Context: an optimization exercise on an open-source flow, tuned for small area, a short achievable clock period and few clock cycles. The choices shown serve that exercise and are no tape-out recipe. In this exercise RTL edits were held to simulation tests only and were not proved equivalent to the original. Power figures rest on the tool's default switching activity, not on a simulated workload.

Setup of lane 1:
==> flow/design.v <==
module isb350c(input clk, input rst,
    output fetchEnable, output [15:0]fetchAddr,
    input fetchReady, input [15:0]fetchData,
    output loadEnable, output [15:0]loadAddr,
    input loadReady, input [15:0]loadData,
    output done, output [255:0]regs_out);
    localparam K_NONE = 2'd0, K_INSTR = 2'd1, K_DATA = 2'd2;
    reg [9:0]faddr;
    reg [1:0]fkind;
    reg [3:0]ftgt;
    reg [9:0]lpc;           
    reg lx;                 
    reg jv;                 
    reg [9:0]jpc, jtgt;
    reg [9:0]apc;
    reg [1:0]akind;
    reg [3:0]atgt;
    reg irv;                
    reg irl;                
    reg [15:0]ir;
    reg [9:0]irpc;
    reg [3:0]irt;
    reg e2v;                
    reg e2w;                
    reg e2ld, e2jeq, e2hlt;
    reg [3:0]e2rt;
    reg [15:0]va, vb;
    reg [9:0]e2tgt;         
    reg halted;
    reg done_r;
    reg [15:0]r[0:15];
    wire [15:0]sum = va + vb;
    wire e2we = e2w;
    wire e2redir = e2v && e2jeq && va == vb;
    wire e2load = e2v && e2ld;
    wire e2halt = e2v && e2hlt;
    wire stop = halted || e2halt;
    wire [2:0]op = ir[14:12];
    wire [3:0]ra = ir[11:8];
    wire [3:0]rb = ir[7:4];
    wire [3:0]rt = ir[3:0];
    wire is_imm = op == 3'd0 || op == 3'd4;    
    wire rd_ab = op == 3'd1 || op == 3'd5 || op == 3'd6;    
    wire wr_t = op == 3'd0 || op == 3'd1;     
    wire is_jmp = op == 3'd2;
    wire p2 = e2load;
    wire pf = fkind == K_DATA;
    wire pa = akind == K_DATA;
    function pend(input [3:0]x);
        pend = (p2 && e2rt == x) || (pf && ftgt == x) || (pa && atgt == x);
    endfunction
    wire hazard = (rd_ab && (pend(ra) || pend(rb))) || (wr_t && pend(rt));
    wire e1ok = irv && !e2redir && !stop;
    wire e1replay = e1ok && hazard;
    wire e1jmp = e1ok && is_jmp;
    wire e1go = e1ok && !hazard && !is_jmp;
    wire [9:0]jtarget = ir[9:0];
    wire fwd_a = e2we && e2rt == ra;
    wire fwd_b = e2we && e2rt == rb;
    wire [15:0]rva = fwd_a ? sum : r[ra];
    wire [15:0]rvb = fwd_b ? sum : r[rb];
    wire aok = akind == K_INSTR && !e2redir && !e1replay && !e1jmp && !stop;
    wire kill = e2redir || e1replay || e1jmp || stop;
    reg rst_r;
    always @(posedge clk) rst_r <= rst;
    wire [15:0]wdr = rst_r ? 16'h0000 : sum;
    integer k;
    always @(posedge clk) begin
        for (k = 0; k < 16; k = k + 1)
            if (rst_r || (e2we && e2rt == k))
                r[k] <= wdr;
    end
    wire [9:0]seq = lpc + {9'd0, !lx};
    wire fold = jv && seq == jpc;
    reg [9:0]oaddr, olpc;
    reg [1:0]okind;
    reg olx;
    always @(*) begin
        oaddr = seq;
        okind = K_INSTR;
        olpc = seq;
        olx = 0;
        if (stop) begin
            okind = K_NONE;
            olpc = lpc;
            olx = lx;
        end else if (e2redir) begin
            oaddr = e2tgt;
            olpc = e2tgt;
        end else if (e2load) begin
            oaddr = sum[9:0];
            okind = K_DATA;
            olpc = e1replay ? irpc : e1jmp ? jtarget : lpc;
            olx = e1replay || e1jmp ? 1'b1 : lx;
        end else if (e1replay) begin
            oaddr = irpc;
            olpc = irpc;
        end else if (e1jmp) begin
            oaddr = jtarget;
            olpc = jtarget;
        end else if (fold) begin
            oaddr = jtgt;
            olpc = jtgt;
        end
    end
    always @(posedge clk) begin
        if (rst) begin
            faddr <= 10'd0;
            fkind <= K_INSTR;
            lpc <= 10'd0;
            lx <= 0;
            jv <= 0;
            akind <= K_NONE;
            irv <= 0;
            irl <= 0;
            e2v <= 0;
            e2w <= 0;
            halted <= 0;
            done_r <= 0;
        end else begin
            faddr <= oaddr;
            fkind <= okind;
            lpc <= olpc;
            lx <= olx;
            if (e1jmp) begin
                jv <= 1;
                jpc <= irpc;
                jtgt <= jtarget;
            end
            akind <= (kill && fkind == K_INSTR) ? K_NONE : fkind;
            irv <= aok;
            irl <= akind == K_DATA;
            e2v <= e1go;
            e2w <= irl || (e1go && wr_t);
            if (e2halt) halted <= 1;
            done_r <= stop && fkind != K_DATA && akind != K_DATA && !irl;
        end
        ftgt <= e2rt;
        apc <= faddr;
        atgt <= ftgt;
        ir <= fetchData;
        irpc <= apc;
        irt <= atgt;
        e2ld <= !irl && (op == 3'd4 || op == 3'd5);
        e2jeq <= !irl && op == 3'd6;
        e2hlt <= !irl && op == 3'd3;
        e2rt <= irl ? irt : rt;
        va <= irl ? ir : is_imm ? {8'h00, ir[11:4]} : rva;
        vb <= (irl || is_imm) ? 16'h0000 : rvb;
        e2tgt <= irpc + {6'd0, ir[3:0]};
    end
    assign fetchEnable = 1'b1;
    assign fetchAddr = {6'd0, faddr};
    assign loadEnable = 1'b0;
    assign loadAddr = 16'h0000;
    assign done = done_r;
    genvar g;
    generate
        for (g = 0; g < 16; g = g + 1) begin : regs_out_g
            assign regs_out[16*g +: 16] = r[g];
        end
    endgenerate
endmodule
clock: 12.0 ns
lec_check: 0
cap_margin: 20
core_margin: 2
core_utilization: 35
slew_margin: 20
tns_end_percent: 0
standard.sh (not shown) runs the stock make flow with config.mk's settings and CLKGATE_MAP_FILE= SYNTH_SCRIPT=/design/flow/synth_recipe.tcl, a recipe that flattens the netlist after the stock synthesis.
==> flow/flow/run.sh <==
#!/bin/bash
export SETUP_SLACK_MARGIN=8.5
export BUFFER_PORTS_ARGS="-buffer_cell sky130_fd_sc_hd__buf_1"
bash standard.sh > standard.log 2>&1
Testbench counts of lane 1, summed over its fixed seeds: cycles 18,342.
What lane 2 does differently from lane 1 at the input level:
--- a/flow/design.v
+++ b/flow/design.v
@@ -42,7 +42,6 @@
     wire is_imm = op == 3'd0 || op == 3'd4;    
     wire rd_ab = op == 3'd1 || op == 3'd5 || op == 3'd6;    
     wire wr_t = op == 3'd0 || op == 3'd1;     
-    wire is_jmp = op == 3'd2;
     wire p2 = e2load;
     wire pf = fkind == K_DATA;
     wire pa = akind == K_DATA;
@@ -52,22 +51,20 @@
     wire hazard = (rd_ab && (pend(ra) || pend(rb))) || (wr_t && pend(rt));
     wire e1ok = irv && !e2redir && !stop;
     wire e1replay = e1ok && hazard;
-    wire e1jmp = e1ok && is_jmp;
-    wire e1go = e1ok && !hazard && !is_jmp;
-    wire [9:0]jtarget = ir[9:0];
+    wire e1go = e1ok && !hazard;
     wire fwd_a = e2we && e2rt == ra;
     wire fwd_b = e2we && e2rt == rb;
     wire [15:0]rva = fwd_a ? sum : r[ra];
     wire [15:0]rvb = fwd_b ? sum : r[rb];
-    wire aok = akind == K_INSTR && !e2redir && !e1replay && !e1jmp && !stop;
-    wire kill = e2redir || e1replay || e1jmp || stop;
-    reg rst_r;
-    always @(posedge clk) rst_r <= rst;
-    wire [15:0]wdr = rst_r ? 16'h0000 : sum;
+    wire aok = akind == K_INSTR && !e2redir && !e1replay && !stop;
+    wire djmp = aok && fetchData[14:12] == 3'd2;
+    wire [9:0]jtarget = fetchData[9:0];
+    wire kill = e2redir || e1replay || djmp || stop;
+    wire [15:0]wdr = rst ? 16'h0000 : sum;
     integer k;
     always @(posedge clk) begin
         for (k = 0; k < 16; k = k + 1)
-            if (rst_r || (e2we && e2rt == k))
+            if (rst || (e2we && e2rt == k))
                 r[k] <= wdr;
     end
     wire [9:0]seq = lpc + {9'd0, !lx};
@@ -90,19 +87,17 @@
         end else if (e2load) begin
             oaddr = sum[9:0];
             okind = K_DATA;
-            olpc = e1replay ? irpc : e1jmp ? jtarget : lpc;
-            olx = e1replay || e1jmp ? 1'b1 : lx;
+            olpc = e1replay ? irpc : lpc;
+            olx = e1replay ? 1'b1 : lx;
         end else if (e1replay) begin
             oaddr = irpc;
             olpc = irpc;
-        end else if (e1jmp) begin
-            oaddr = jtarget;
-            olpc = jtarget;
         end else if (fold) begin
             oaddr = jtgt;
             olpc = jtgt;
         end
     end
+    wire jsel = djmp && !e2load;
     always @(posedge clk) begin
         if (rst) begin
             faddr <= 10'd0;
@@ -118,17 +113,17 @@
             halted <= 0;
             done_r <= 0;
         end else begin
-            faddr <= oaddr;
-            fkind <= okind;
-            lpc <= olpc;
-            lx <= olx;
-            if (e1jmp) begin
+            faddr <= jsel ? jtarget : oaddr;
+            fkind <= jsel ? K_INSTR : okind;
+            lpc <= djmp ? jtarget : olpc;
+            lx <= djmp ? e2load : olx;
+            if (djmp) begin
                 jv <= 1;
-                jpc <= irpc;
+                jpc <= apc;
                 jtgt <= jtarget;
             end
             akind <= (kill && fkind == K_INSTR) ? K_NONE : fkind;
-            irv <= aok;
+            irv <= aok && !djmp;
             irl <= akind == K_DATA;
             e2v <= e1go;
             e2w <= irl || (e1go && wr_t);
### Flow results
Comparing lane 1 and lane 2, the higher worst clock skew on the final layout is on lane 1.
Between lane 2 and lane 1, the sequential cell count figures differ only marginally.
From lane 1 to lane 2 the numbers moved as follows: gate count of the mapped netlist now larger, worst path required time now larger, core utilization of the finished layout now larger, fraction of power consumed by combinational cells now smaller.
Lane 1 and lane 2 ended up with roughly the same fraction of the mapped netlist area in adder cells.
As far as hold-fix buffer count after cts goes, lane 2 and lane 1 are indistinguishable; the numbers are identical.
Changes observed in lane 2 relative to lane 1: maximum frequency level; worst hold slack moved up.
Testbench counts of lane 2, summed over its fixed seeds: cycles 18,133.

==> separate check: timing with driven ports <==
The flow's constraints put no driver on any port. The routed layouts listed below were extracted and timed again, unchanged, in two steps. Step 1 assumes that a clkbuf_16 drives the clock port and a buf_2 every other input. Step 2 moves the port delays by t, midway between the first and last clock arrival at a register: inputs arrive t later, outputs are due t later. That takes back most of the time a late clock gives input paths. Slacks: ideal ports / drivers / drivers and shift; pairs: ideal ports / drivers.
| run | t (ns) | slack for setup (ns) | latest minus earliest clock arrival (ns) |
|---|---|---|---|
| lane 1 | 0.650 | 8.265 / 8.201 / 8.255 | 0.077 / 0.077 |
| lane 2 | 0.649 | 8.272 / 8.216 / 7.646 | 0.047 / 0.047 |
After both steps every run listed still meets setup and hold. The setup slack of lane 2, which loses most, moves by -0.056 ns with the drivers and by -0.626 ns with both steps.
